Source: an optimization exercise on an open RTL-to-GDS flow (aim: a short achievable clock period and few clock cycles per item). Production flows keep margins and buffers that such runs may drop. The RTL was checked by simulation tests, not by an equivalence proof against the original design. No activity file was given, so power comes from the tool's default toggle rates.

## design.v

```verilog
module rv32_pipe_cpu(
    input clk,
    input rst_n,
    output [31:0] imem_addr,
    input  [31:0] imem_rdata,
    output [31:0] dmem_addr,
    output [31:0] dmem_wdata,
    output        dmem_we,
    input  [31:0] dmem_rdata,
    output        debug_wb_have_inst,
    output [31:0] debug_wb_pc,
    output        debug_wb_ena,
    output [4:0]  debug_wb_reg,
    output [31:0] debug_wb_value
);
    localparam OP_R    = 7'b0110011;
    localparam OP_I    = 7'b0010011;
    localparam OP_LW   = 7'b0000011;
    localparam OP_SW   = 7'b0100011;
    localparam OP_BR   = 7'b1100011;
    localparam OP_JAL  = 7'b1101111;
    localparam OP_JALR = 7'b1100111;
    localparam OP_LUI  = 7'b0110111;
    reg  [31:0] pc;
    reg  [11:2] pc_tag;              
    reg         id_valid;
    reg  [31:0] id_pc;
    reg  [31:0] id_inst;
    reg  [31:0] id_rv1;              
    reg  [31:0] id_rv2;
    reg         id_fe1, id_fe2;      
    reg         id_fw1, id_fw2;      
    reg         id_pred;             
    reg         ex_valid;
    reg  [31:0] ex_pc;
    reg  [31:0] ex_pc4;
    reg  [4:0]  ex_rd;
    reg         ex_rf_we;
    reg         ex_is_load;
    reg         ex_is_store;
    reg         ex_is_branch;
    reg         ex_lp, ex_ne;        
    reg  [4:0]  ex_rs;
    reg         ex_is_jal;
    reg         ex_is_addi;
    reg         ex_is_jalr;
    reg         ex_jal_far;          
    reg         ex_br_lt;            
    reg         ex_br_inv;           
    reg         ex_m_always;         
    reg         ex_m_true;           
    reg         ex_m_false;          
    reg         ex_sub;
    reg         ex_sra;
    reg  [7:0]  ex_rsel;             
    reg  [31:0] ex_a;                
    reg  [31:0] ex_b;                
    reg  [31:0] ex_sd;               
    reg  [31:0] ex_target;           
    reg         ex_p_seq;            
    reg         ex_p_tgt;            
    reg  [31:0] ex_pnpc;             
    reg  [31:0] ex_addr;             
    reg         ex_we;               
    reg         wb_valid;
    reg  [31:0] wb_pc;
    reg  [4:0]  wb_rd;
    reg         wb_rf_we;
    reg  [31:0] wb_val;
    reg  [31:0] rf_wd;               
    reg         wb_btb_upd;          
    reg         wb_btb_ins;          
    reg         wb_is_branch;
    reg         wb_lp, wb_ne;        
    reg  [4:0]  wb_rs;
    reg  [31:0] wb_npc;              
    reg         wb_jr_redirect;      
    reg         dbg_have;
    reg         dbg_ena;
    reg  [4:0]  dbg_reg;
    reg  [31:0] dbg_val;
    reg  [31:0] rf [1:31];
    reg  [7:0]  btb_v;
    reg  [9:0]  btb_tag [0:7];
    reg  [9:0]  btb_tgt [0:7];
    reg  [1:0]  btb_ctr [0:7];
    reg  [7:0]  btb_lp;              
    reg  [7:0]  btb_ne;              
    reg  [4:0]  btb_rs  [0:7];       
    reg  [2:0]  btb_ptr;             
    function [31:0] ks_add;
        input [31:0] a;
        input [31:0] b;
        input        cin;
        reg   [31:0] g, p, gn, pn;
        integer      i, d;
        begin
            g = a & b;
            p = a ^ b;
            g[0] = g[0] | (p[0] & cin);
            for (d = 1; d < 32; d = d * 2) begin
                gn = g;
                pn = p;
                for (i = d; i < 32; i = i + 1) begin
                    gn[i] = g[i] | (p[i] & g[i-d]);
                    pn[i] = p[i] & p[i-d];
                end
                g = gn;
                p = pn;
            end
            ks_add = (a ^ b) ^ {g[30:0], cin};
        end
    endfunction
    function [31:0] inc4;
        input [31:0] x;
        reg   [31:0] c, cn;
        integer      i, d;
        begin
            c = x;
            for (d = 1; d < 32; d = d * 2) begin
                cn = c;
                for (i = 2 + d; i < 32; i = i + 1)
                    cn[i] = c[i] & c[i-d];
                c = cn;
            end
            inc4 = {x[31:3] ^ c[30:2], ~x[2], x[1:0]};
        end
    endfunction
    function lt32;
        input [31:0] a;
        input [31:0] b;
        reg   [31:0] l, e;
        reg   [31:0] a2, b2;
        integer      i, w;
        begin
            a2 = {~a[31], a[30:0]};      
            b2 = {~b[31], b[30:0]};
            l = ~a2 & b2;
            e = ~(a2 ^ b2);
            for (w = 1; w < 32; w = w * 2) begin
                for (i = 0; i < 32; i = i + 2 * w) begin
                    l[i] = l[i + w] | (e[i + w] & l[i]);
                    e[i] = e[i + w] & e[i];
                end
            end
            lt32 = l[0];
        end
    endfunction
    reg         f_pred;
    reg  [9:0]  f_tgt;
    reg         f_lp, f_ne;
    reg  [4:0]  f_rs;
    integer j;
    always @(*) begin
        f_pred = 1'b0;
        f_tgt  = 10'd0;
        f_lp   = 1'b0;
        f_ne   = 1'b0;
        f_rs   = 5'd0;
        for (j = 0; j < 8; j = j + 1) begin
            if (btb_v[j] && btb_tag[j] == pc_tag && btb_ctr[j][1]) begin
                f_pred = 1'b1;
                f_tgt  = f_tgt | btb_tgt[j];
                f_lp   = f_lp | btb_lp[j];
                f_ne   = f_ne | btb_ne[j];
                f_rs   = f_rs | btb_rs[j];
            end
        end
    end
    wire [31:0] f_pc4     = inc4(pc);
    wire [11:0] f_immB    = {imem_rdata[7], imem_rdata[30:25], imem_rdata[11:8], 1'b0};
    wire [11:0] f_immJ    = {imem_rdata[20], imem_rdata[30:21], 1'b0};
    wire        f_static  = imem_rdata[6] && (imem_rdata[3] || (!imem_rdata[2] && imem_rdata[31]));
    wire [31:0] f_lo_b    = ks_add({22'd0, pc[11:2]}, {22'd0, f_immB[11:2]}, 1'b0);
    wire [31:0] f_lo_j    = ks_add({22'd0, pc[11:2]}, {22'd0, f_immJ[11:2]}, 1'b0);
    wire [31:0] f_tgt_b   = {pc[31:12], f_lo_b[9:0], pc[1:0]};
    wire [31:0] f_tgt_j   = {pc[31:12], f_lo_j[9:0], pc[1:0]};
    wire [31:0] f_tgt_s   = imem_rdata[3] ? f_tgt_j : f_tgt_b;
    assign imem_addr = pc;
    wire [4:0]  f_rs1    = imem_rdata[19:15];
    wire [4:0]  f_rs2    = imem_rdata[24:20];
    wire [31:0] f_rs1_oh = 32'd1 << f_rs1;
    wire [31:0] f_rs2_oh = 32'd1 << f_rs2;
    reg  [31:0] f_rf1, f_rf2;
    integer k;
    always @(*) begin
        f_rf1 = 32'd0;
        f_rf2 = 32'd0;
        for (k = 1; k < 32; k = k + 1) begin
            f_rf1 = f_rf1 | ({32{f_rs1_oh[k]}} & rf[k]);
            f_rf2 = f_rf2 | ({32{f_rs2_oh[k]}} & rf[k]);
        end
    end
    wire        f_wt1 = wb_valid && wb_rf_we && (wb_rd == f_rs1);
    wire        f_wt2 = wb_valid && wb_rf_we && (wb_rd == f_rs2);
    wire [31:0] f_rv1 = f_wt1 ? wb_val : f_rf1;
    wire [31:0] f_rv2 = f_wt2 ? wb_val : f_rf2;
    wire [6:0]  d_op  = id_inst[6:0];
    wire [4:0]  d_rd  = id_inst[11:7];
    wire [2:0]  d_f3  = id_inst[14:12];
    wire [4:0]  d_rs1 = id_inst[19:15];
    wire [4:0]  d_rs2 = id_inst[24:20];
    wire d_r    = (d_op == OP_R);
    wire d_i    = (d_op == OP_I);
    wire d_lw   = (d_op == OP_LW);
    wire d_sw   = (d_op == OP_SW);
    wire d_br   = (d_op == OP_BR);
    wire d_jal  = (d_op == OP_JAL);
    wire d_jalr = (d_op == OP_JALR);
    wire d_lui  = (d_op == OP_LUI);
    wire d_use1 = d_r | d_i | d_lw | d_sw | d_br | d_jalr;
    wire d_use2 = d_r | d_sw | d_br;
    wire d_wr   = (d_r | d_i | d_lw | d_jal | d_jalr | d_lui) && (d_rd != 5'd0);
    wire [31:0] d_immI = {{20{id_inst[31]}}, id_inst[31:20]};
    wire [31:0] d_immS = {{20{id_inst[31]}}, id_inst[31:25], id_inst[11:7]};
    wire [31:0] d_immB = {{20{id_inst[31]}}, id_inst[7], id_inst[30:25], id_inst[11:8], 1'b0};
    wire [31:0] d_immJ = {{12{id_inst[31]}}, id_inst[19:12], id_inst[20], id_inst[30:21], 1'b0};
    wire [31:0] d_immU = {id_inst[31:12], 12'h000};
    wire [31:0] d_imm = d_sw  ? d_immS :
                        d_lui ? d_immU : d_immI;
    wire [31:0] d_pc4    = inc4(id_pc);
    wire [31:0] d_tgt_j  = ks_add(id_pc, d_immJ, 1'b0);
    wire [31:0] d_tgt_b  = ks_add(id_pc, d_immB, 1'b0);
    wire [31:0] d_target = d_jal ? d_tgt_j : d_tgt_b;
    wire        d_jal_far = d_jal && (d_immJ != 32'd4);
    wire d_e1 = id_fe1;
    wire d_e2 = id_fe2;
    wire d_w1 = id_fw1;
    wire d_w2 = id_fw2;
    wire [31:0] d_rf1 = d_w1 ? wb_val : id_rv1;
    wire [31:0] d_rf2 = d_w2 ? wb_val : id_rv2;
    wire d_stall = id_valid && (d_lw || d_sw) && d_e1 && !ex_is_load;
    wire [31:0] f_ai_x    = id_rv1 ^ d_immI;
    wire        f_ai_zero = (f_ai_x == {id_rv1[30:0] | d_immI[30:0], 1'b0});
    wire        f_ai_ok   = id_valid && d_i && (d_f3 == 3'b000) && d_wr && !id_fe1 && !id_fw1;
    wire        f_exit    = f_lp && f_ai_ok && (f_rs == d_rd) && (f_ne == f_ai_zero);
    wire        f_take    = f_pred && !f_exit;
    wire x_addi_zero = ((ex_a ^ ex_b) == {ex_a[30:0] | ex_b[30:0], 1'b0});
    wire d_fused     = d_br && (d_f3[2:1] == 2'b00) && (d_rs2 == 5'd0) &&
                       ex_valid && ex_is_addi && ex_rf_we && (ex_rd == d_rs1);
    wire d_fz_taken  = d_f3[0] ^ x_addi_zero;
    wire d_early     = d_br && !d_e1 && !d_e2 && !d_w1 && !d_w2;
    wire d_early_taken = (d_f3[2] ? lt32(id_rv1, id_rv2) : (id_rv1 == id_rv2)) ^ d_f3[0];
    wire d_resolved  = d_fused || d_early;
    wire d_res_taken = d_fused ? d_fz_taken : d_early_taken;
    wire d_redir_seq = d_resolved && !d_res_taken;   
    wire d_br_redirect = id_valid && d_resolved && (d_res_taken != id_pred);
    wire d_alu  = d_r | d_i;
    wire d_add  = (d_alu && d_f3 == 3'b000) | d_lw | d_sw;
    wire d_sub  = d_r && d_f3 == 3'b000 && id_inst[30];
    wire [7:0] d_rsel = {
        d_jal | d_jalr,                       
        d_lui,                                
        d_alu && d_f3 == 3'b101,              
        d_alu && d_f3 == 3'b001,              
        d_alu && d_f3 == 3'b100,              
        d_alu && d_f3 == 3'b110,              
        d_alu && d_f3 == 3'b111,              
        d_add                                 
    };
    wire d_use_imm = d_i | d_lw | d_sw | d_jalr | d_lui;
    wire [31:0] d_timm  = d_jal ? d_immJ : d_immB;
    wire [31:0] d_cs_x  = id_pc ^ d_timm ^ pc;
    wire [31:0] d_cs_c  = (id_pc & d_timm) | ((id_pc | d_timm) & ~pc);
    wire        d_pc_is_tgt = (d_cs_x == {d_cs_c[30:0], 1'b0});
    wire        d_jr_fuse = d_jalr && ex_valid && ex_is_jal && ex_rf_we && (ex_rd == d_rs1);
    wire [31:0] d_jr_tgt  = ks_add(ex_pc4, d_immI, 1'b0);
    wire        d_jr_redirect = id_valid && d_jr_fuse && !id_pred;
    wire        d_redirect    = d_br_redirect || d_jr_redirect;
    wire d_p_seq = d_redirect ?  d_redir_seq : !id_pred;
    wire d_p_tgt = d_redirect ? !d_redir_seq : d_pc_is_tgt;
    wire [31:0] x_a = ex_a;
    wire [31:0] x_b = ex_b;
    wire [31:0] x_sum = ks_add(x_a, x_b, ex_sub);
    wire [31:0] x_sll = x_a << x_b[4:0];
    wire [31:0] x_sr  = $signed({ex_sra & x_a[31], x_a}) >>> x_b[4:0];
    wire [31:0] x_res = ({32{ex_rsel[0]}} & x_sum)
                      | ({32{ex_rsel[1]}} & (x_a & x_b))
                      | ({32{ex_rsel[2]}} & (x_a | x_b))
                      | ({32{ex_rsel[3]}} & (x_a ^ x_b))
                      | ({32{ex_rsel[4]}} & x_sll)
                      | ({32{ex_rsel[5]}} & x_sr)
                      | ({32{ex_rsel[6]}} & x_b)
                      | ({32{ex_rsel[7]}} & ex_pc4);
    wire x_eq = (x_a == x_b);
    wire x_lt = lt32(x_a, x_b);
    wire x_cond = (ex_br_lt ? x_lt : x_eq) ^ ex_br_inv;
    wire x_taken = (ex_is_branch && x_cond) || ex_is_jal;
    wire x_mispredict = ex_valid && (ex_m_always || (x_cond ? ex_m_true : ex_m_false));
    wire [31:0] x_cs_x = x_a ^ x_b ^ ex_pnpc;
    wire [31:0] x_cs_c = (x_a & x_b) | ((x_a | x_b) & ~ex_pnpc);
    wire x_jalr_ok = (x_cs_x == {x_cs_c[30:0], 1'b0});
    wire x_jr_wrong   = ex_valid &&  ex_is_jalr && !x_jalr_ok;
    wire [31:0] x_npc = x_taken ? ex_target : ex_pc4;
    assign dmem_addr  = ex_addr;
    assign dmem_wdata = ex_sd;
    assign dmem_we    = ex_we;
    wire [31:0] x_val = ex_is_load ? dmem_rdata : x_res;
    wire [31:0] d_v1 = d_e1 ? x_val : d_rf1;
    wire [31:0] d_v2 = d_e2 ? x_val : d_rf2;
    wire [31:0] d_base = d_e1 ? dmem_rdata : d_rf1;
    wire [31:0] d_addr = ks_add(d_base, d_sw ? d_immS : d_immI, 1'b0);
    assign debug_wb_have_inst = dbg_have;
    assign debug_wb_pc        = wb_pc;
    assign debug_wb_ena       = dbg_ena;
    assign debug_wb_reg       = dbg_reg;
    assign debug_wb_value     = dbg_val;
    wire [31:0] pc_d = wb_jr_redirect  ? wb_npc  :
                       d_stall         ? pc :
                       d_jr_redirect   ? d_jr_tgt :
                       f_take          ? {pc[31:12], f_tgt, 2'b00} : f_pc4;
    wire [31:0] pc_b = d_br_redirect ? (d_redir_seq ? d_pc4 : d_target) : pc_d;
    wire [31:0] pc_a = x_mispredict ? x_npc : pc_b;
    wire        use_static = f_static && !(wb_jr_redirect || d_stall || d_jr_redirect || f_pred ||
                                           d_br_redirect || x_mispredict);
    wire [31:0] pc_n = use_static ? f_tgt_s : pc_a;
    always @(posedge clk) begin
        pc     <= rst_n ? pc_n : 32'hffff_fffc;
        pc_tag <= pc_n[11:2];
    end
    always @(posedge clk) begin
        if (!rst_n)                           id_valid <= 1'b0;
        else if (wb_jr_redirect || x_mispredict || x_jr_wrong || d_redirect)
                                              id_valid <= 1'b0;
        else if (!d_stall)                    id_valid <= 1'b1;
    end
    wire f_fe1 = id_valid && d_wr && (d_rd == f_rs1);
    wire f_fe2 = id_valid && d_wr && (d_rd == f_rs2);
    wire f_fw1 = ex_valid && ex_rf_we && (ex_rd == f_rs1);
    wire f_fw2 = ex_valid && ex_rf_we && (ex_rd == f_rs2);
    always @(posedge clk) begin
        id_fe1 <= d_stall ? 1'b0 : f_fe1;
        id_fe2 <= d_stall ? 1'b0 : f_fe2;
        id_fw1 <= d_stall ? d_e1 : f_fw1;
        id_fw2 <= d_stall ? d_e2 : f_fw2;
    end
    always @(posedge clk) begin
        if (d_stall) begin
            id_rv1     <= d_rf1;
            id_rv2     <= d_rf2;
        end
        if (!d_stall) begin
            id_pc      <= pc;
            id_inst    <= imem_rdata;
            id_rv1     <= f_rv1;
            id_rv2     <= f_rv2;
            id_pred    <= f_pred ? !f_exit : f_static;
        end
    end
    always @(posedge clk) begin
        if (!rst_n)                          ex_valid <= 1'b0;
        else if (x_mispredict || x_jr_wrong || d_stall)
                                             ex_valid <= 1'b0;
        else                                 ex_valid <= id_valid;
    end
    always @(posedge clk) begin
        ex_pc        <= id_pc;
        ex_pc4       <= d_pc4;
        ex_rd        <= d_rd;
        ex_rf_we     <= d_wr;
        ex_is_load   <= d_lw;
        ex_is_store  <= d_sw;
        ex_is_branch <= d_br;
        ex_lp        <= (d_f3[2:1] == 2'b00) && (d_rs2 == 5'd0);
        ex_ne        <= d_f3[0];
        ex_rs        <= d_rs1;
        ex_is_jal    <= d_jal;
        ex_is_addi   <= d_i && (d_f3 == 3'b000);
        ex_is_jalr   <= d_jalr;
        ex_jal_far   <= d_jal_far;
        ex_br_lt     <= d_f3[2];
        ex_br_inv    <= d_f3[0];
        ex_m_always  <= !d_br && !d_jalr && (d_jal ? !d_p_tgt : !d_p_seq);
        ex_m_true    <= d_br && !d_p_tgt;
        ex_m_false   <= d_br && !d_p_seq;
        ex_sub       <= d_sub;
        ex_sra       <= id_inst[30];
        ex_rsel      <= d_rsel;
        ex_a         <= d_v1;
        ex_b         <= d_use_imm ? d_imm : d_sub ? ~d_v2 : d_v2;
        ex_sd        <= d_v2;
        ex_target    <= d_target;
        ex_p_seq     <= d_p_seq;
        ex_p_tgt     <= d_p_tgt;
        ex_pnpc      <= d_jr_redirect ? d_jr_tgt : pc;
        ex_addr      <= d_addr;
    end
    always @(posedge clk) begin
        ex_we        <= rst_n && id_valid && d_sw &&
                        !(x_mispredict || x_jr_wrong || d_stall);
    end
    always @(posedge clk or negedge rst_n) begin
        if (!rst_n) begin
            wb_valid       <= 1'b0;
            wb_jr_redirect <= 1'b0;
            wb_rd          <= 5'd0;
            wb_rf_we       <= 1'b0;
            wb_val         <= 32'd0;
        end else begin
            wb_valid       <= ex_valid;
            wb_jr_redirect <= x_jr_wrong;
            wb_rd          <= ex_rd;
            wb_rf_we       <= ex_rf_we;
            wb_val         <= x_val;
        end
    end
    always @(posedge clk) begin
        wb_pc        <= ex_pc;
        wb_btb_upd   <= ex_is_branch | ex_is_jal | ex_is_jalr;
        wb_btb_ins   <= (ex_is_branch && x_cond) || ex_jal_far || ex_is_jalr;
        wb_is_branch <= ex_is_branch;
        wb_lp        <= ex_is_branch && ex_lp;
        wb_ne        <= ex_ne;
        wb_rs        <= ex_rs;
        wb_npc       <= ex_is_jalr ? x_sum : x_npc;
        dbg_have     <= rst_n && ex_valid;
        dbg_ena      <= ex_rf_we;
        dbg_reg      <= ex_rd;
        dbg_val      <= x_val;
        if (ex_valid && ex_rf_we)
            rf_wd    <= x_val;
    end
    genvar gi;
    generate
        for (gi = 1; gi < 32; gi = gi + 1) begin : g_rf
            always @(posedge clk or negedge rst_n) begin
                if (!rst_n)
                    rf[gi] <= 32'd0;
                else if (wb_valid && wb_rf_we && (wb_rd == gi))
                    rf[gi] <= rf_wd;
            end
        end
    endgenerate
    reg        m_hit;
    reg  [2:0] m_hidx;
    integer    q;
    always @(*) begin
        m_hit  = 1'b0;
        m_hidx = 3'd0;
        for (q = 0; q < 8; q = q + 1) begin
            if (btb_v[q] && btb_tag[q] == wb_pc[11:2]) begin
                m_hit  = 1'b1;
                m_hidx = q;
            end
        end
    end
    wire m_btb_ins = wb_valid && wb_btb_upd && wb_btb_ins;
    wire m_btb_dec = wb_valid && wb_btb_upd && !wb_btb_ins && wb_is_branch && m_hit;
    wire [2:0] m_widx = m_hit ? m_hidx : btb_ptr;
    always @(posedge clk or negedge rst_n) begin
        if (!rst_n)                      btb_ptr <= 3'd0;
        else if (m_btb_ins && !m_hit)    btb_ptr <= btb_ptr + 3'd1;
    end
    generate
        for (gi = 0; gi < 8; gi = gi + 1) begin : g_btb
            always @(posedge clk or negedge rst_n) begin
                if (!rst_n)
                    btb_v[gi] <= 1'b0;
                else if (m_btb_ins && m_widx == gi)
                    btb_v[gi] <= 1'b1;
            end
            always @(posedge clk) begin
                if (m_btb_ins && m_widx == gi) begin
                    btb_tag[gi] <= wb_pc[11:2];
                    btb_lp[gi]  <= wb_lp;
                    btb_ne[gi]  <= wb_ne;
                    btb_rs[gi]  <= wb_rs;
                    btb_tgt[gi] <= wb_npc[11:2];
                    btb_ctr[gi] <= (m_hit && btb_ctr[gi] != 2'b11) ? btb_ctr[gi] + 2'd1 : 2'b11;
                end else if (m_btb_dec && m_widx == gi) begin
                    btb_ctr[gi] <= (btb_ctr[gi] == 2'b00) ? 2'b00 : btb_ctr[gi] - 2'd1;
                end
            end
        end
    endgenerate
endmodule
```

## flow/run.sh

```bash
#!/bin/bash
# The standard layout (standard.sh) with the settings in env.sh:
# environment variables, and make variables in MAKE_ARGS.
set -euo pipefail
MAKE_ARGS=()
source flow/env.sh
bash standard.sh "${MAKE_ARGS[@]}" finish > standard.log 2>&1
```

## flow/env.sh

```bash
export SETUP_SLACK_MARGIN=7
# Port buffers: a strong buffer instead of the smallest one.
export BUFFER_PORTS_ARGS="-buffer_cell sky130_fd_sc_hd__buf_8"
# Leave adders to ABC (no fixed full/half-adder cells in the carry paths).
export ADDER_MAP_FILE=
# Make variables: the platform's don't-use cells plus slow cells ABC tends to
# chain (high-stack OR/NOR and complex AOI/OAI, majority, adder, 3-input XOR).
MAKE_ARGS=("DONT_USE_CELLS= sky130_fd_sc_hd__probe_p_8 sky130_fd_sc_hd__probec_p_8 sky130_fd_sc_hd__lpflow_bleeder_1 sky130_fd_sc_hd__lpflow_clkbufkapwr_1 sky130_fd_sc_hd__lpflow_clkbufkapwr_16 sky130_fd_sc_hd__lpflow_clkbufkapwr_2 sky130_fd_sc_hd__lpflow_clkbufkapwr_4 sky130_fd_sc_hd__lpflow_clkbufkapwr_8 sky130_fd_sc_hd__lpflow_clkinvkapwr_1 sky130_fd_sc_hd__lpflow_clkinvkapwr_16 sky130_fd_sc_hd__lpflow_clkinvkapwr_2 sky130_fd_sc_hd__lpflow_clkinvkapwr_4 sky130_fd_sc_hd__lpflow_clkinvkapwr_8 sky130_fd_sc_hd__lpflow_decapkapwr_12 sky130_fd_sc_hd__lpflow_decapkapwr_3 sky130_fd_sc_hd__lpflow_decapkapwr_4 sky130_fd_sc_hd__lpflow_decapkapwr_6 sky130_fd_sc_hd__lpflow_decapkapwr_8 sky130_fd_sc_hd__lpflow_inputiso0n_1 sky130_fd_sc_hd__lpflow_inputiso0p_1 sky130_fd_sc_hd__lpflow_inputiso1n_1 sky130_fd_sc_hd__lpflow_inputiso1p_1 sky130_fd_sc_hd__lpflow_inputisolatch_1 sky130_fd_sc_hd__lpflow_isobufsrc_1 sky130_fd_sc_hd__lpflow_isobufsrc_16 sky130_fd_sc_hd__lpflow_isobufsrc_2 sky130_fd_sc_hd__lpflow_isobufsrc_4 sky130_fd_sc_hd__lpflow_isobufsrc_8 sky130_fd_sc_hd__lpflow_isobufsrckapwr_16 sky130_fd_sc_hd__lpflow_lsbuf_lh_hl_isowell_tap_1 sky130_fd_sc_hd__lpflow_lsbuf_lh_hl_isowell_tap_2 sky130_fd_sc_hd__lpflow_lsbuf_lh_hl_isowell_tap_4 sky130_fd_sc_hd__lpflow_lsbuf_lh_isowell_4 sky130_fd_sc_hd__lpflow_lsbuf_lh_isowell_tap_1 sky130_fd_sc_hd__lpflow_lsbuf_lh_isowell_tap_2 sky130_fd_sc_hd__lpflow_lsbuf_lh_isowell_tap_4  sky130_fd_sc_hd__or3_* sky130_fd_sc_hd__or3b_* sky130_fd_sc_hd__or4_* sky130_fd_sc_hd__or4b_* sky130_fd_sc_hd__or4bb_* sky130_fd_sc_hd__nor3_* sky130_fd_sc_hd__nor3b_* sky130_fd_sc_hd__nor4_* sky130_fd_sc_hd__nor4b_* sky130_fd_sc_hd__nor4bb_* sky130_fd_sc_hd__o41a_* sky130_fd_sc_hd__o41ai_* sky130_fd_sc_hd__o311a_* sky130_fd_sc_hd__o311ai_* sky130_fd_sc_hd__a2111o_* sky130_fd_sc_hd__a2111oi_* sky130_fd_sc_hd__o32a_* sky130_fd_sc_hd__o32ai_* sky130_fd_sc_hd__maj3_* sky130_fd_sc_hd__fa_* sky130_fd_sc_hd__ha_* sky130_fd_sc_hd__xnor3_* sky130_fd_sc_hd__xor3_* sky130_fd_sc_hd__mux4_* sky130_fd_sc_hd__a211o_* sky130_fd_sc_hd__a211oi_* sky130_fd_sc_hd__o211a_* sky130_fd_sc_hd__o211ai_* sky130_fd_sc_hd__a311o_* sky130_fd_sc_hd__a311oi_* sky130_fd_sc_hd__o31a_* sky130_fd_sc_hd__o31ai_* sky130_fd_sc_hd__a31o_* sky130_fd_sc_hd__a31oi_* sky130_fd_sc_hd__a41o_* sky130_fd_sc_hd__a41oi_* sky130_fd_sc_hd__a32o_* sky130_fd_sc_hd__a32oi_* sky130_fd_sc_hd__o2111a_* sky130_fd_sc_hd__o2111ai_* sky130_fd_sc_hd__a222oi_*")
```

## standard.sh

```bash
#!/bin/bash
# synth_recipe.tcl (not shown) runs the flow's synth.tcl, then flattens the netlist and writes it again
# the make line also repeats each setting of config.mk as NAME=value (left out here)
make -C /OpenROAD-flow-scripts/flow DESIGN_CONFIG=/design/flow/config.mk WORK_HOME=/design/flow/orfs CLKGATE_MAP_FILE= SYNTH_SCRIPT=/design/flow/synth_recipe.tcl "${@:-finish}"
```

## config.mk

```make
export PLATFORM = sky130hd
export DESIGN_NAME = rv32_pipe_cpu
export DESIGN_NICKNAME = rv32_pipe_cpu
export VERILOG_FILES = /design/flow/design.v
export SDC_FILE = /design/flow/constraint.sdc
export NUM_CORES = 8
export LEC_CHECK = 0
export ABC_CLOCK_PERIOD_IN_PS = 2500
export CAP_MARGIN = 20
export CORE_MARGIN = 2
export CORE_UTILIZATION = 55
export CTS_CLUSTER_DIAMETER = 80
export CTS_CLUSTER_SIZE = 20
export GPL_TIMING_DRIVEN = 1
export SLEW_MARGIN = 20
```

## constraint.sdc

```tcl
create_clock -name core_clock -period 10.0 [get_ports {clk}]
set_input_delay 2.0000 -clock core_clock [delete_from_list [all_inputs] [get_ports {clk}]]
set_output_delay 2.0000 -clock core_clock [all_outputs]
set_load 0.01 [all_outputs]
```

==> results of run 1 <==
-- path summary, 6_finish.rpt --
check / slack [ns] / start / endpoint / depth (start not counted)
worst max-delay path: 6.13 / pc[2] / pc[26] / 13
worst min-delay path: 0.33 / ex_pc[8] / wb_pc[8] / 0
worst max register to register: 6.13 / pc[2] / pc[26] / 13
max in group asynchronous: 7.25 / rst_n / rf[2][30] / 3
worst min register to register: 0.33 / ex_pc[8] / wb_pc[8] / 0
min in group asynchronous: 1.12 / rst_n / wb_rf_we / 1
-- metal layers --
metal  track usage, %  vias to the layer above  part of all wire (%)
li1                 -                    38600                     -
met1             62.6                    50100                    31
met2             77.5                    11300                    39
met3             26.8                     4714                    16
met4             54.8                       69                    14
met5             4.06                        -                  0.30
-- metrics by stage --
stage          hold WS, ns  cells  instance area, sq um  worst slack (ns)
2_1_floorplan        0.310   9865                104000              5.97
3_3_place_gp         0.310  12000                108000              4.85
3_5_place_dp         0.312  12000                108000              4.84
4_1_cts              0.328  12900                128000              6.45
5_1_grt              0.331  13300                137000              6.22
6_report             0.325  13400                137000              6.13
-- cells in the final DEF (no fill, tap or decap), types with 120 or more instances in the layout --
cell       netlist  layout
nand3_1        199     154
a221oi_1       511     164
nor2_4           0     163
buf_4           28     728
a21oi_1        499     333
buf_6            5     266
dfrtp_1       1043    1042
inv_1          204     169
dfxtp_1        512     268
buf_12           1     236
xnor2_1        520     419
o21ai_0        398     230
nand2_1        611     511
a221oi_2         7     321
edfxtp_1       329     329
clkbuf_16        0     152
buf_8            1     270
mux2_2        1086    1047
nor2_1         751     534
nand4_1        266     266
a22o_1         493     483
a22oi_1        159     120
dfxtp_2          0     144
mux2i_1        246     140
-- area by class of cell --
| type | instances | area, sq um |
|---|---|---|
| multi-input cells | 6952 | 61800 |
| flip-flops and latches | 1884 | 46800 |
| fillers | 12000 | 46200 |
| repair buffers | 1609 | 20200 |
| clock buffers | 180 | 3330 |
| well taps | 2464 | 3080 |
| inverters | 216 | 1000 |
| clock inverters | 32 | 429 |
| diodes | 51 | 128 |
| repair inverters | 1 | 8.76 |
-- power groups by stage --
stage | Combinational [uW] | Sequential [uW] | Clock [uW]
floorplan | 2120 | 8580 | 0
global placement | 2950 | 9160 | 0
detailed placement | 2970 | 9180 | 0
CTS | 3990 | 8840 | 5260
global route | 4750 | 8930 | 5560
finish | 4660 | 8940 | 5350
-- cell families (layout without fill, tap and decap cells) --
family                 after synthesis  count (layout)  synth area share, %
buffers and inverters             1044            2038                 4.17
AO/OA/AOI/OAI                     2551            2553                 18.2
flip-flops                        1884            1884                 45.7
AND/OR/NAND/NOR                   2385            2398                 11.5
XOR/XNOR                           667             667                 5.88
other                                0              51                    0
multiplexers                      1334            1334                 14.5
-- worst register-to-register path, stage by stage, from the launching register on --
cell,delay [ns]
dfxtp_2,0.36
buf_12,0.12
buf_4,0.11
and4_1,0.38
and3_1,0.47
and4_1,0.41
and3_1,0.24
nand2_1,0.11
xnor2_2,0.61
nand4_1,0.35
nand2_1,0.25
o21ai_0,0.11
and4_1,0.19
o21ai_1,0.10
-- repair_timing --
item | in CTS | in global routing
hold endpoints to repair | 0 | 0
hold buffers | 0 | 0
pin swaps | 491 | 581
gates cloned | 69 | 32
setup buffers | 690 | 374
resized for setup | 1915 | 1001
setup endpoints to repair | 1196 | 1369
==> impl_metrics.env, run 1 <==
export IMPL_crit_top_cell="and4_1"
export IMPL_maxSlewHeadroom_pct=13.5
export IMPL_grt_start_max_net_pins=157
export IMPL_power_frac_seq_pct=47.2
export IMPL_drt_iter0_markers=20300
export IMPL_area_growth_synth_to_final_pct=35.1
export IMPL_insertion_delay_ns=0.87
export IMPL_grt_overflow=0
export IMPL_rsz0062_at_grt="yes"
export IMPL_end_kind="flip-flop"
export IMPL_drt_wl_total_microns=565000
export IMPL_grt_pass1_vias=94100
export IMPL_synthArstFlopShare_pct=55.4
export IMPL_regMostFlops="rf"
export IMPL_top_regs="rf: 992 flops, btb_tag: 80 flops, btb_tgt: 80 flops"
export IMPL_finalHoldViolations=0
export IMPL_finClkSkew_ns=0.0578
export IMPL_synth_top_cell_by_area="dfrtp_1"
export IMPL_core_area_sq_um=183000
export IMPL_drv_cap=0
export IMPL_core_rowCount=157
export IMPL_cp_arrival_ns=4.64
export IMPL_antenna_found_initial=55
export IMPL_crit_path_max_incr_delay_ns=0.61
export IMPL_clk_pin_slew_worst_paths_ns=0.09
export IMPL_synth_edf_count=329
export IMPL_layout_min_cycle_time_ns=3.87
export IMPL_antenna_left=0
export IMPL_yosysSeqAreaShare_pct=45.7
export IMPL_cts_sinks=1884
export IMPL_critPathTopFamily="simple AND/OR/NAND/NOR gates"
export IMPL_crit_path_max_fanout=6
export IMPL_cts_buffers=118
export IMPL_htree_levels=3
export IMPL_leakagePower_uw=0.0579
export IMPL_fin_util_pct=74.8
export IMPL_nNetsFinal=10800
export IMPL_ys_flop_type="dfrtp_1"
export IMPL_synth_cell_types=75
export IMPL_yosys_top_cells_area="dfrtp_1 26%, mux2_2 12%, dfxtp_1 10%"
export IMPL_dr_pass1_iters=17
export IMPL_critPathLaunchType="flip-flop"
export IMPL_dp_hpwl_microns=314000
export IMPL_syn_avg_cell_area_sq_um=10.3
export IMPL_crit_buf_inv=2
export IMPL_max_freq_ghz=0.259
export IMPL_vias=105000
export IMPL_setup_tns_ns=0
export IMPL_crit_path_top_delay_cell="xnor2_2"
export IMPL_drive_above_1_share_pct=43.6
export IMPL_worstPathRequired_ns=10.77
export IMPL_synth_warnings=6
export IMPL_syn_nets=9931
export IMPL_period_share_pct=38.7
export IMPL_die_area_sq_um=187000
export IMPL_io_pin_count=234
export IMPL_grt_usage_pct=56.3
export IMPL_wl_per_cell_microns=42.2
export IMPL_internal_power_uw=12600
export IMPL_synth_seq_cells=1884
export IMPL_synth_cells=9865
export IMPL_setup_viol=0
export IMPL_synth_most_common_cell="mux2_2"
export IMPL_remaining_drc_errors=0
export IMPL_synth_common_cells="1086 x mux2_2, 1043 x dfrtp_1, 751 x nor2_1"
export IMPL_switching_share_pct=33.5
export IMPL_timing_setup_critical_path_class="flip-flop to flip-flop"
export IMPL_crit_chain="buf_12 -> buf_4 -> and4_1 -> and3_1 -> and4_1 -> and3_1 -> nand2_1 -> xnor2_2 -> nand4_1 -> nand2_1 -> o21ai_0 -> and4_1 -> o21ai_1"
export IMPL_cts_tree="yes"
export IMPL_slew_viol_final=0
export IMPL_viasPerCell=7.83
export IMPL_grt_first_pass_wirelength_microns=739000
export IMPL_die_y_microns=433
export IMPL_power_frac_comb_pct=24.6
export IMPL_gp_congestion=1.05
export IMPL_portBuffers=233
export IMPL_vdd_drop_max_mv=0.184
export IMPL_worst_pin_slew_ns=1.30
export IMPL_hp_class="flip-flop to flip-flop"
export IMPL_netlist_area_sq_um=101000
export IMPL_p_switching_uw=6350
export IMPL_largest_register_ffs=992
export IMPL_outcome="timing/DRC/antenna clean"
export IMPL_initial_core_util_pct=55.3
export IMPL_clock_path_buffers=3
export IMPL_clkPwrFrac_pct=28.2
export IMPL_yosysTopAreaCellShare_pct=25.8
export IMPL_ctsRootBufferMaster="clkbuf_16"
export IMPL_die_w_microns=433
export IMPL_power_density_nw_per_um2=139
export IMPL_power_uw=19000
Testbench counts, summed over its fixed seeds: cycles 27,131, instrs 26,430.
==> inputs of run 2 (changes only) <==
--- a/config.mk
+++ b/config.mk
@@ -8,7 +8,7 @@
 export ABC_CLOCK_PERIOD_IN_PS = 2500
 export CAP_MARGIN = 20
 export CORE_MARGIN = 2
-export CORE_UTILIZATION = 55
+export CORE_UTILIZATION = 45
 export CTS_CLUSTER_DIAMETER = 80
 export CTS_CLUSTER_SIZE = 20
 export GPL_TIMING_DRIVEN = 1
==> impl_metrics.env, run 2 <==
export IMPL_synth_edf_count=329
export IMPL_cts_buffers=132
export IMPL_slew_viol_final=0
export IMPL_drv_cap=0
export IMPL_power_density_nw_per_um2=140
export IMPL_die_y_microns=478
export IMPL_power_frac_seq_pct=46.5
export IMPL_antenna_left=0
export IMPL_synth_warnings=6
export IMPL_yosysTopAreaCellShare_pct=25.8
export IMPL_setup_tns_ns=0
export IMPL_nNetsFinal=10900
export IMPL_maxSlewHeadroom_pct=14.3
export IMPL_worstPathRequired_ns=10.72
export IMPL_vias=100000
export IMPL_grt_pass1_vias=93100
export IMPL_rsz0062_at_grt="yes"
export IMPL_wl_per_cell_microns=40.4
export IMPL_drive_above_1_share_pct=42.5
export IMPL_area_growth_synth_to_final_pct=35.5
export IMPL_synthArstFlopShare_pct=55.4
export IMPL_preCtsSetupSlack_ns=4.62
export IMPL_setup_viol=0
export IMPL_viasPerCell=7.19
export IMPL_die_w_microns=478
export IMPL_remaining_drc_errors=0
export IMPL_htree_levels=4
export IMPL_timing_setup_critical_path_class="flip-flop to flip-flop"
export IMPL_worst_pin_slew_ns=1.29
export IMPL_synth_common_cells="1086 x mux2_2, 1043 x dfrtp_1, 751 x nor2_1"
export IMPL_yosys_top_cells_area="dfrtp_1 26%, mux2_2 12%, dfxtp_1 10%"
export IMPL_grt_start_max_net_pins=170
export IMPL_fin_util_pct=61.1
export IMPL_clock_path_buffers=3
export IMPL_cts_sinks=1884
export IMPL_critPathLaunchType="flip-flop"
export IMPL_finalHoldViolations=0
export IMPL_drt_wl_total_microns=564000
export IMPL_grt_overflow=0
export IMPL_core_area_sq_um=224000
export IMPL_antenna_found_initial=35
export IMPL_ctsRootBufferMaster="clkbuf_16"
export IMPL_regMostFlops="rf"
export IMPL_portBuffers=233
export IMPL_layout_min_cycle_time_ns=3.84
export IMPL_gp_congestion=1.04
export IMPL_io_pin_count=234
export IMPL_dp_hpwl_microns=320000
export IMPL_syn_avg_cell_area_sq_um=10.3
export IMPL_grt_usage_pct=46.4
export IMPL_insertion_delay_ns=0.86
export IMPL_synth_cells=9865
export IMPL_p_switching_uw=6200
export IMPL_synth_cell_types=75
export IMPL_fin_cells=14000
export IMPL_fill_cells=17900
export IMPL_syn_nets=9931
export IMPL_fin_ws_ns=6.16
export IMPL_synth_top_cell_by_area="dfrtp_1"
export IMPL_yosysSeqAreaShare_pct=45.7
export IMPL_largest_register_ffs=992
export IMPL_finClkSkew_ns=0.0657
export IMPL_internal_power_uw=12900
export IMPL_leakagePower_uw=0.0582
export IMPL_mostFrequentLayoutCell="mux2_2"
export IMPL_synth_most_common_cell="mux2_2"
export IMPL_end_kind="flip-flop"
export IMPL_switching_share_pct=32.4
export IMPL_top_regs="rf: 992 flops, btb_tag: 80 flops, btb_tgt: 80 flops"
export IMPL_hp_class="flip-flop to flip-flop"
export IMPL_grt_first_pass_wirelength_microns=749000
export IMPL_period_share_pct=38.4
export IMPL_synth_seq_cells=1884
export IMPL_drt_iter0_markers=16700
export IMPL_core_rowCount=174
export IMPL_power_frac_comb_pct=22.6
export IMPL_cp_arrival_ns=4.56
export IMPL_outcome="timing/DRC/antenna clean"
export IMPL_crit_path_max_fanout=8
export IMPL_clkPwrFrac_pct=31.0
export IMPL_die_area_sq_um=229000
export IMPL_max_freq_ghz=0.260
export IMPL_dr_pass1_iters=17
export IMPL_cts_tree="yes"
export IMPL_initial_core_util_pct=45.1
export IMPL_dpl_cell_count=12500
export IMPL_netlist_area_sq_um=101000
export IMPL_vdd_drop_max_mv=0.147
export IMPL_clk_pin_slew_worst_paths_ns=0.09
export IMPL_ys_flop_type="dfrtp_1"
export IMPL_power_uw=19100
export IMPL_mostFrequentLayoutCells="1053 x mux2_2, 1043 x dfrtp_1, 758 x buf_4"
-- run 2: cell counts after synthesis --
No cell type changed its count.
-- run 2: worst paths after layout --
path                           from   endpoint  slack (ns)  depth (start not counted)
max                        ex_valid     pc[26]        6.16                         15
max reg2reg                ex_valid     pc[26]        6.16                         15
min reg2reg                ex_pc[4]   wb_pc[4]        0.33                          0
min                        ex_pc[4]   wb_pc[4]        0.33                          0
min in group asynchronous     rst_n  rf[8][14]        1.06                          1
max in group asynchronous     rst_n   btb_v[2]        7.20                          3
-- run 2: cells by family after synthesis --
logic type | synth area share (%)
compound gates | 18.2
xor+xnor | 5.88
buf+inv | 4.17
flops | 45.7
mux | 14.5
simple gates | 11.5
-- run 2: what timing repair did --
item | in CTS | in global routing
pin swaps | 457 | 488
gates cloned | 66 | 21
endpoints found under the setup margin | 1380 | 1244
hold buffers | 0 | 0
hold endpoints to repair | 0 | 0
resized for setup | 1951 | 809
buffers inserted | 729 | 338
-- run 2: cell type report --
type | count | area, sq um | area share [%]
Multi-Input combinational cell | 6946 | 60600 | 44.2
Antenna cell | 39 | 97.6 | 0.0712
Sequential cell | 1884 | 46800 | 34.1
Clock inverter | 51 | 666 | 0.485
Inverter | 216 | 957 | 0.698
Tap cell | 2992 | 3740 | 2.73
Clock buffer | 191 | 3690 | 2.69
Timing Repair Buffer | 1639 | 20600 | 15.0
-- run 2: critical path, stage by stage (launching register included) --
cell and delay, ns:
dfxtp_2 0.50, nand2_1 0.19, nor2_1 0.20, and2_4 0.19
nand4_1 0.29, a221oi_4 0.45, o22a_4 0.29, nand4_1 0.17
and3_4 0.25, buf_12 0.14, a221oi_4 0.27, buf_4 0.17
buf_6 0.12, nand2b_4 0.21, and4_1 0.21, o21ai_1 0.07
-- run 2: power groups by stage --
stage / clock network [uW] / registers (uW) / logic (uW)
floorplan: 0 / 8580 / 2120
global placement: 0 / 9120 / 2920
detailed placement: 0 / 9120 / 2930
CTS: 5900 / 8850 / 3830
global route: 6190 / 8910 / 4480
finish: 5930 / 8900 / 4320
-- run 2: layer usage --
metal / routed length [microns] / vias to the layer above / share of wire, % / track usage (%)
li1: - / 38600 / - / -
met1: 190000 / 49700 / 34 / 53.4
met2: 230000 / 8706 / 41 / 66.6
met3: 77600 / 3270 / 14 / 19.4
met4: 63700 / 62 / 11 / 38.4
met5: 2090 / - / 0.37 / 3.82
-- run 2: per-stage QoR --
step,instance area (sq um),hold slack [ns]
after floorplan,104000,0.310
after global placement,109000,0.311
after detailed placement,109000,0.312
after CTS,130000,0.329
after global routing,137000,0.333
final,137000,0.327
==> inputs of run 3 (changes only) <==
--- a/flow/env.sh
+++ b/flow/env.sh
@@ -1,4 +1,4 @@
-export SETUP_SLACK_MARGIN=7
+export SETUP_SLACK_MARGIN=6.5
 # Port buffers: a strong buffer instead of the smallest one.
 export BUFFER_PORTS_ARGS="-buffer_cell sky130_fd_sc_hd__buf_8"
 # Leave adders to ABC (no fixed full/half-adder cells in the carry paths).
--- a/config.mk
+++ b/config.mk
@@ -8,7 +8,7 @@
 export ABC_CLOCK_PERIOD_IN_PS = 2500
 export CAP_MARGIN = 20
 export CORE_MARGIN = 2
-export CORE_UTILIZATION = 45
+export CORE_UTILIZATION = 55
 export CTS_CLUSTER_DIAMETER = 80
 export CTS_CLUSTER_SIZE = 20
 export GPL_TIMING_DRIVEN = 1
==> impl_metrics.env, run 3 <==
export IMPL_yosys_top_cells_area="dfrtp_1 26%, mux2_2 12%, dfxtp_1 10%"
export IMPL_io_pin_count=234
export IMPL_synth_xor_area_share_pct=5.88
export IMPL_drv_cap=0
export IMPL_top_regs="rf: 992 flops, btb_tag: 80 flops, btb_tgt: 80 flops"
export IMPL_yosysSeqAreaShare_pct=45.7
export IMPL_finalHoldViolations=0
export IMPL_synthMuxAreaShare_pct=14.5
export IMPL_netlist_area_sq_um=101000
export IMPL_final_area_sq_um=121000
export IMPL_syn_avg_cell_area_sq_um=10.3
export IMPL_hp_class="flip-flop to flip-flop"
export IMPL_yosysTopAreaCellShare_pct=25.8
export IMPL_holdBufCountCts=0
export IMPL_die_area_sq_um=187000
export IMPL_ctsRootBufferMaster="clkbuf_16"
export IMPL_slew_viol_final=0
export IMPL_drive_above_1_share_pct=30.3
export IMPL_die_w_microns=433
export IMPL_synth_edf_count=329
export IMPL_ys_flop_type="dfrtp_1"
export IMPL_synthArstFlopShare_pct=55.4
export IMPL_drt_iter0_markers=16400
export IMPL_synth_cells=9865
export IMPL_reg2reg_setup_slack_ns=6.17
export IMPL_worstPathRequired_ns=10.69
export IMPL_insertion_delay_ns=0.88
export IMPL_max_freq_ghz=0.261
export IMPL_preCtsSetupSlack_ns=4.39
export IMPL_ff2ff_path_depth=16
export IMPL_worst_pin_slew_ns=1.22
export IMPL_maxSlewHeadroom_pct=18.6
export IMPL_syn_nets=9931
export IMPL_antenna_found_initial=44
export IMPL_mostFrequentLayoutCells="1085 x mux2_2, 1042 x dfrtp_1, 615 x nor2_1"
export IMPL_cts_tree="yes"
export IMPL_synth_seq_cells=1884
export IMPL_rsz0062_at_grt="yes"
export IMPL_grt_usage_pct=51.9
export IMPL_remaining_drc_errors=0
export IMPL_dpl_cell_area_sq_um=107000
export IMPL_dp_hpwl_microns=303000
export IMPL_grt_first_pass_wirelength_microns=688000
export IMPL_crit_path_max_fanout=7
export IMPL_end_kind="flip-flop"
export IMPL_power_density_nw_per_um2=150
export IMPL_initial_core_util_pct=55.3
export IMPL_critPathLaunchType="flip-flop"
export IMPL_cp_arrival_ns=4.52
export IMPL_grt_start_max_net_pins=195
export IMPL_timing_setup_critical_path_class="flip-flop to flip-flop"
export IMPL_power_frac_seq_pct=48.9
export IMPL_drt_wl_total_microns=504000
export IMPL_fin_ws_ns=6.17
export IMPL_htree_levels=3
export IMPL_viasPerCell=7.53
export IMPL_regMostFlops="rf"
export IMPL_critPathLaunch="id_inst[23]"
export IMPL_rr_startpoint="id_inst[23]"
export IMPL_synth_warnings=6
export IMPL_reg2reg_to="pc[26]"
export IMPL_synth_fa_ha_area_share_pct=0
export IMPL_grt_overflow=0
export IMPL_area_growth_synth_to_final_pct=19.1
export IMPL_outcome="timing/DRC/antenna clean"
export IMPL_crit_end="pc[26]"
export IMPL_switching_share_pct=32.1
export IMPL_antenna_left=0
export IMPL_clock_path_buffers=3
export IMPL_timing_hold_ws_ns=0.326
export IMPL_dr_pass1_iters=13
export IMPL_leakagePower_uw=0.0516
export IMPL_p_switching_uw=5820
export IMPL_cts_buffers=117
export IMPL_core_area_sq_um=183000
export IMPL_vias=95700
export IMPL_synth_top_family_by_area="compound AO/OA/AOI/OAI gates"
export IMPL_power_frac_comb_pct=21.7
export IMPL_wl_per_cell_microns=39.7
export IMPL_die_y_microns=433
export IMPL_layout_min_cycle_time_ns=3.83
export IMPL_synth_compound_area_share_pct=18.2
export IMPL_largest_register_ffs=992
export IMPL_finClkSkew_ns=0.0634
export IMPL_synth_most_common_cell="mux2_2"
export IMPL_synth_top_cell_by_area="dfrtp_1"
export IMPL_gp_congestion=1.07
export IMPL_vdd_drop_max_mv=0.180
export IMPL_synth_cell_types=75
export IMPL_cts_sinks=1884
export IMPL_internal_power_uw=12300
export IMPL_setup_tns_ns=0
export IMPL_setup_viol=0
export IMPL_grt_pass1_vias=89500
export IMPL_clk_pin_slew_worst_paths_ns=0.09
export IMPL_clkPwrFrac_pct=29.3
export IMPL_synth_common_cells="1086 x mux2_2, 1043 x dfrtp_1, 751 x nor2_1"
export IMPL_yosys_area_share_simple_pct=11.5
export IMPL_portBuffers=233
export IMPL_mostFrequentLayoutCell="mux2_2"
export IMPL_period_share_pct=38.3
export IMPL_nNetsFinal=10200
export IMPL_core_rowCount=157
[run 3: cell counts after synthesis]
Identical to the previous run, type by type.
[run 3: kinds of logic after synthesis]
kind of cell | after synthesis
and+or+nand+nor | 2385
xor gates and xnor gates | 667
muxes | 1334
DFF | 1884
buffers and inverters | 1044
AOI/OAI and AO/OA | 2551
[run 3: power groups by stage]
stage | logic, uW | clock network [uW] | registers (uW)
finish | 3940 | 5310 | 8860
global placement | 2980 | 0 | 9020
CTS | 3480 | 5280 | 8850
global route | 4080 | 5560 | 8880
detailed placement | 3000 | 0 | 9030
floorplan | 2060 | 0 | 8570
[run 3: worst min path at each step]
stage                     depth (start not counted)  startpoint  slack [ns]         to
after floorplan                                   0   ex_pc[10]        0.31  wb_pc[10]
after global placement                            0   ex_pc[26]        0.31  wb_pc[26]
after detailed placement                          0    ex_rs[3]        0.31   wb_rs[3]
after CTS                                         0   ex_pc[26]        0.33  wb_pc[26]
after global routing                              0   ex_pc[26]        0.33  wb_pc[26]
final                                             0   ex_pc[26]        0.33  wb_pc[26]
[run 3: layout make-up]
class	count	area, sq um
antenna	29	72.6
clock buffer	178	3300
clock inverter	35	455
fill	14300	62300
inverter	216	905
multi-input combinational	6944	55100
sequential	1884	46600
tap	2464	3080
timing repair buffer	968	11000
timing repair inverter	1	8.76
[run 3: what timing repair did]
item	CTS	global route
setup buffers	282	208
endpoints found under the setup margin	974	767
gates resized for setup	751	427
gates cloned	18	9
pin swaps	130	160
hold endpoints to repair	0	0
[run 3: routing by layer]
metal  part of all wire (%)  track usage, %  vias to the layer above
li1                       -               -                    37200
met1                     33            59.5                    46300
met2                     41            74.5                     8909
met3                     14            21.0                     3350
met4                     12            46.1                       47
met5                   0.13            2.34                        -
[run 3: metrics by stage]
stage	instances	util [%]	total power, uW
2_1_floorplan	9865	-	10600
3_3_place_gp	12000	58.5	12000
3_5_place_dp	12000	58.5	12000
4_1_cts	12500	63.9	17600
5_1_grt	12700	65.9	18500
6_report	12700	65.9	18100
[run 3: critical path, cell delays in order, from the launching register on]
cell      delay [ns]
edfxtp_1        0.53
buf_6           0.20
nor2_4          0.07
and3_4          0.18
and2_4          0.15
nand4_1         0.20
a221oi_2        0.39
o22a_2          0.31
nand4_1         0.20
and3_4          0.24
buf_12          0.14
a221oi_4        0.27
buf_12          0.19
nand2b_4        0.21
buf_6           0.12
and4_1          0.16
o21ai_1         0.05
==> inputs of run 4 (changes only) <==
--- a/design.v
+++ b/design.v
@@ -50,6 +50,7 @@
     reg         ex_m_always;         
     reg         ex_m_true;           
     reg         ex_m_false;          
+    reg         ex_jr_chk;           
     reg         ex_sub;
     reg         ex_sra;
     reg  [7:0]  ex_rsel;             
@@ -168,14 +169,6 @@
         end
     end
     wire [31:0] f_pc4     = inc4(pc);
-    wire [11:0] f_immB    = {imem_rdata[7], imem_rdata[30:25], imem_rdata[11:8], 1'b0};
-    wire [11:0] f_immJ    = {imem_rdata[20], imem_rdata[30:21], 1'b0};
-    wire        f_static  = imem_rdata[6] && (imem_rdata[3] || (!imem_rdata[2] && imem_rdata[31]));
-    wire [31:0] f_lo_b    = ks_add({22'd0, pc[11:2]}, {22'd0, f_immB[11:2]}, 1'b0);
-    wire [31:0] f_lo_j    = ks_add({22'd0, pc[11:2]}, {22'd0, f_immJ[11:2]}, 1'b0);
-    wire [31:0] f_tgt_b   = {pc[31:12], f_lo_b[9:0], pc[1:0]};
-    wire [31:0] f_tgt_j   = {pc[31:12], f_lo_j[9:0], pc[1:0]};
-    wire [31:0] f_tgt_s   = imem_rdata[3] ? f_tgt_j : f_tgt_b;
     assign imem_addr = pc;
     wire [4:0]  f_rs1    = imem_rdata[19:15];
     wire [4:0]  f_rs2    = imem_rdata[24:20];
@@ -244,7 +237,9 @@
     wire d_resolved  = d_fused || d_early;
     wire d_res_taken = d_fused ? d_fz_taken : d_early_taken;
     wire d_redir_seq = d_resolved && !d_res_taken;   
-    wire d_br_redirect = id_valid && d_resolved && (d_res_taken != id_pred);
+    wire d_br_redirect = id_valid &&
+                         (d_resolved ? (d_res_taken != id_pred)
+                                     : (!id_pred && (d_jal_far || (d_br && id_inst[31]))));
     wire d_alu  = d_r | d_i;
     wire d_add  = (d_alu && d_f3 == 3'b000) | d_lw | d_sw;
     wire d_sub  = d_r && d_f3 == 3'b000 && id_inst[30];
@@ -286,11 +281,11 @@
     wire x_lt = lt32(x_a, x_b);
     wire x_cond = (ex_br_lt ? x_lt : x_eq) ^ ex_br_inv;
     wire x_taken = (ex_is_branch && x_cond) || ex_is_jal;
-    wire x_mispredict = ex_valid && (ex_m_always || (x_cond ? ex_m_true : ex_m_false));
+    wire x_mispredict = ex_m_always || (x_cond ? ex_m_true : ex_m_false);
     wire [31:0] x_cs_x = x_a ^ x_b ^ ex_pnpc;
     wire [31:0] x_cs_c = (x_a & x_b) | ((x_a | x_b) & ~ex_pnpc);
     wire x_jalr_ok = (x_cs_x == {x_cs_c[30:0], 1'b0});
-    wire x_jr_wrong   = ex_valid &&  ex_is_jalr && !x_jalr_ok;
+    wire x_jr_wrong   = ex_jr_chk && !x_jalr_ok;
     wire [31:0] x_npc = x_taken ? ex_target : ex_pc4;
     assign dmem_addr  = ex_addr;
     assign dmem_wdata = ex_sd;
@@ -310,10 +305,7 @@
                        d_jr_redirect   ? d_jr_tgt :
                        f_take          ? {pc[31:12], f_tgt, 2'b00} : f_pc4;
     wire [31:0] pc_b = d_br_redirect ? (d_redir_seq ? d_pc4 : d_target) : pc_d;
-    wire [31:0] pc_a = x_mispredict ? x_npc : pc_b;
-    wire        use_static = f_static && !(wb_jr_redirect || d_stall || d_jr_redirect || f_pred ||
-                                           d_br_redirect || x_mispredict);
-    wire [31:0] pc_n = use_static ? f_tgt_s : pc_a;
+    wire [31:0] pc_n = x_mispredict ? x_npc : pc_b;
     always @(posedge clk) begin
         pc     <= rst_n ? pc_n : 32'hffff_fffc;
         pc_tag <= pc_n[11:2];
@@ -344,14 +336,16 @@
             id_inst    <= imem_rdata;
             id_rv1     <= f_rv1;
             id_rv2     <= f_rv2;
-            id_pred    <= f_pred ? !f_exit : f_static;
+            id_pred    <= f_take;
         end
     end
+    wire d_to_ex = rst_n && id_valid && !(x_mispredict || x_jr_wrong || d_stall);
     always @(posedge clk) begin
-        if (!rst_n)                          ex_valid <= 1'b0;
-        else if (x_mispredict || x_jr_wrong || d_stall)
-                                             ex_valid <= 1'b0;
-        else                                 ex_valid <= id_valid;
+        ex_valid     <= d_to_ex;
+        ex_m_always  <= d_to_ex && !d_br && !d_jalr && (d_jal ? !d_p_tgt : !d_p_seq);
+        ex_m_true    <= d_to_ex && d_br && !d_p_tgt;
+        ex_m_false   <= d_to_ex && d_br && !d_p_seq;
+        ex_jr_chk    <= d_to_ex && d_jalr;
     end
     always @(posedge clk) begin
         ex_pc        <= id_pc;
@@ -370,9 +364,6 @@
         ex_jal_far   <= d_jal_far;
         ex_br_lt     <= d_f3[2];
         ex_br_inv    <= d_f3[0];
-        ex_m_always  <= !d_br && !d_jalr && (d_jal ? !d_p_tgt : !d_p_seq);
-        ex_m_true    <= d_br && !d_p_tgt;
-        ex_m_false   <= d_br && !d_p_seq;
         ex_sub       <= d_sub;
         ex_sra       <= id_inst[30];
         ex_rsel      <= d_rsel;
==> impl_metrics.env, run 4 <==
export IMPL_portBuffers=233
export IMPL_max_freq_ghz=0.260
export IMPL_grt_usage_pct=51.1
export IMPL_yosysTopAreaCellShare_pct=26.0
export IMPL_crit_path_top_delay_cell="o21ai_0"
export IMPL_yosys_top_cells_area="dfrtp_1 26%, mux2_2 12%, dfxtp_1 10%"
export IMPL_worstPathRequired_ns=10.66
export IMPL_dr_pass1_iters=12
export IMPL_maxSlewHeadroom_pct=14.0
export IMPL_ys_flop_type="dfrtp_1"
export IMPL_synth_common_cells="1106 x mux2_2, 1043 x dfrtp_1, 796 x nor2_1"
export IMPL_ctsRootBufferMaster="clkbuf_16"
export IMPL_synthArstFlopShare_pct=55.3
export IMPL_clk_pin_slew_worst_paths_ns=0.08
export IMPL_drv_cap=0
export IMPL_viasPerCell=7.52
export IMPL_netlist_area_sq_um=100000
export IMPL_dp_hpwl_microns=292000
export IMPL_cts_buffers=117
export IMPL_finalHoldViolations=0
export IMPL_synth_edf_count=329
export IMPL_synth_cell_types=77
export IMPL_top_regs="rf: 992 flops, btb_tag: 80 flops, btb_tgt: 80 flops"
export IMPL_ff2ff_path_depth=17
export IMPL_synth_cells=9780
export IMPL_die_y_microns=431
export IMPL_timing_setup_critical_path_class="primary input to flip-flop"
export IMPL_initial_core_util_pct=55.4
export IMPL_die_w_microns=431
export IMPL_core_area_sq_um=181000
export IMPL_mostFrequentLayoutCells="1099 x mux2_2, 1043 x dfrtp_1, 705 x nor2_1"
export IMPL_synth_top_cell_by_area="dfrtp_1"
export IMPL_grt_overflow=0
export IMPL_largest_register_ffs=992
export IMPL_syn_nets=9846
export IMPL_syn_avg_cell_area_sq_um=10.3
export IMPL_rr_startpoint="id_inst[31]"
export IMPL_setup_viol=0
export IMPL_holdBufCountCts=0
export IMPL_wl_per_cell_microns=39.6
export IMPL_min_path_cells=0
export IMPL_hp_class="flip-flop to flip-flop"
export IMPL_critPathLaunchType="primary input"
export IMPL_leakagePower_uw=0.0498
export IMPL_cts_tree="yes"
export IMPL_grt_pass1_vias=87900
export IMPL_insertion_delay_ns=0.89
export IMPL_grt_start_max_net_pins=175
export IMPL_grt_first_pass_wirelength_microns=675000
export IMPL_htree_levels=3
export IMPL_gp_congestion=1.02
export IMPL_synth_most_common_cell="mux2_2"
export IMPL_core_rowCount=156
export IMPL_io_pin_count=234
export IMPL_vias=93400
export IMPL_vdd_drop_max_mv=0.165
export IMPL_worst_path_stages=12
export IMPL_outcome="timing/DRC/antenna clean"
export IMPL_period_share_pct=38.4
export IMPL_nNetsFinal=9994
export IMPL_worst_pin_slew_ns=1.29
export IMPL_rsz0062_at_grt="yes"
export IMPL_crit_top_cell="o21ai_4"
export IMPL_timing_hold_ws_ns=0.324
export IMPL_remaining_drc_errors=0
export IMPL_yosysSeqAreaShare_pct=46.0
export IMPL_cts_sinks=1885
export IMPL_antenna_found_initial=25
export IMPL_clock_path_buffers=3
export IMPL_final_area_sq_um=118000
export IMPL_slew_viol_final=0
export IMPL_area_growth_synth_to_final_pct=17.1
export IMPL_crit_path_max_incr_delay_ns=0.68
export IMPL_drt_iter0_markers=15700
export IMPL_mostFrequentLayoutCell="mux2_2"
export IMPL_crit_chain="buf_8 -> inv_1 -> nand2_1 -> o21ai_0 -> a21oi_1 -> a21oi_2 -> o21ai_4 -> buf_12 -> a221oi_4 -> o21ai_4 -> mux2i_1 -> xor2_1"
export IMPL_cp_arrival_ns=4.51
export IMPL_synth_seq_cells=1885
export IMPL_layout_min_cycle_time_ns=3.84
export IMPL_setup_tns_ns=0
export IMPL_dpl_cell_area_sq_um=106000
export IMPL_power_density_nw_per_um2=167
export IMPL_finClkSkew_ns=0.115
export IMPL_synth_warnings=6
export IMPL_crit_path_max_fanout=3
export IMPL_regMostFlops="rf"
export IMPL_antenna_left=0
export IMPL_min_delay_start="ex_rs[2]"
export IMPL_critPathLaunch="dmem_rdata[14]"
export IMPL_critPathTopFamily="compound AO/OA/AOI/OAI gates"
export IMPL_preCtsSetupSlack_ns=5.03
export IMPL_crit_buf_inv=3
export IMPL_fin_ws_ns=6.16
export IMPL_die_area_sq_um=186000
export IMPL_drive_above_1_share_pct=28.4
export IMPL_drt_wl_total_microns=493000
export IMPL_fin_util_pct=64.9
export IMPL_end_kind="flip-flop"
==> run 4: changes by cell type after synthesis, moves of 21 or more <==
cell and change:
inv_1 -54, a21oi_1 -56, nor2_1 +45, o21ai_0 -54, nand2b_1 +24, a22oi_1 +394
nand4_1 +48, a22o_1 -231, nand3_1 -40, a221oi_1 -175, clkbuf_1 -30, o221ai_1 -21
buf_1 +30
==> run 4: per-stage QoR <==
stage	cells	total power, uW
final	12400	19600
after global routing	12400	20100
after CTS	12300	19100
after detailed placement	11800	13400
after global placement	11800	13300
after floorplan	9780	11600
==> run 4: final timing paths <==
path | end | slack, ns
max in group asynchronous | rf[18][19] | 6.78
min reg2reg | wb_rs[2] | 0.32
min in group asynchronous | rf[2][6] | 1.25
max reg2reg | pc[24] | 6.22
max | ex_addr[31] | 6.16
min | wb_rs[2] | 0.32
==> run 4: layer usage <==
layer | track usage, % | up-vias | part of all wire, %
met5 | 2.29 | - | 0.042
met4 | 44.1 | 16 | 11
met3 | 20.7 | 3058 | 14
met2 | 73.2 | 8590 | 41
met1 | 58.9 | 45300 | 33
li1 | - | 36500 | -
==> run 4: kinds of logic after synthesis <==
family                 synth area share, %
buffers and inverters                 3.89
multiplexers                          15.0
flip-flops                            46.0
AND/OR/NAND/NOR                       12.1
AO/OA/AOI/OAI                         17.2
XOR/XNOR                              5.77
==> run 4: power by group <==
| group | switching (uW) | internal [uW] | leakage, uW |
|---|---|---|---|
| clock network | 2970 | 2400 | 0.00183 |
| logic | 2700 | 2190 | 0.0261 |
| registers | 954 | 8390 | 0.0218 |
| total | 6620 | 13000 | 0.0498 |
==> run 4: area by class of cell <==
type | instances | area, sq um
Antenna cell | 28 | 70.1
Sequential cell | 1885 | 46600
Clock inverter | 37 | 510
Inverter | 166 | 681
Fill cell | 14500 | 63500
Tap cell | 2370 | 2970
Timing Repair Buffer | 836 | 9950
Multi-Input combinational cell | 6922 | 53500
Clock buffer | 185 | 3300
==> run 4: what timing repair did <==
item                                     CTS  global route
endpoints found under the hold margin      0             0
endpoints found under the setup margin  1085           720
buffers inserted                         210           120
gates cloned                              26            14
pin swaps                                 96           117
gates resized for setup                  599           329
Testbench counts of run 4, summed over its fixed seeds: cycles 27,534, instrs 26,430.

-- afterwards: timing with drivers on the ports --
The flow's constraints put no driver on any port. The routed layouts listed below were extracted and timed again, unchanged, in two steps. Step 1 assumes that a clkbuf_16 drives the clock port and a buf_2 every other input. Step 2 moves the port delays by t, midway between the first and last clock arrival at a register: inputs arrive t later, outputs are due t later. That takes back most of the time a late clock gives input paths. Slacks: ideal ports / drivers / drivers and shift; pairs: ideal ports / drivers.
run | t, ns | slack for setup (ns) | worst register clock-pin slew, ns | pins driven straight from the clock port
run 1 | 0.941 | 6.135 / 6.135 / 5.392 | 0.10 / 0.10 | 1
run 2 | 0.933 | 6.156 / 6.156 / 5.407 | 0.10 / 0.10 | 1
run 3 | 0.955 | 6.168 / 6.169 / 5.399 | 0.10 / 0.10 | 1
run 4 | 0.932 | 6.160 / 6.214 / 5.282 | 0.10 / 0.10 | 1
After both steps setup and hold are still met in every run listed. The setup slack of run 4, which loses most, moves by +0.054 ns with the drivers and by -0.878 ns with both steps.
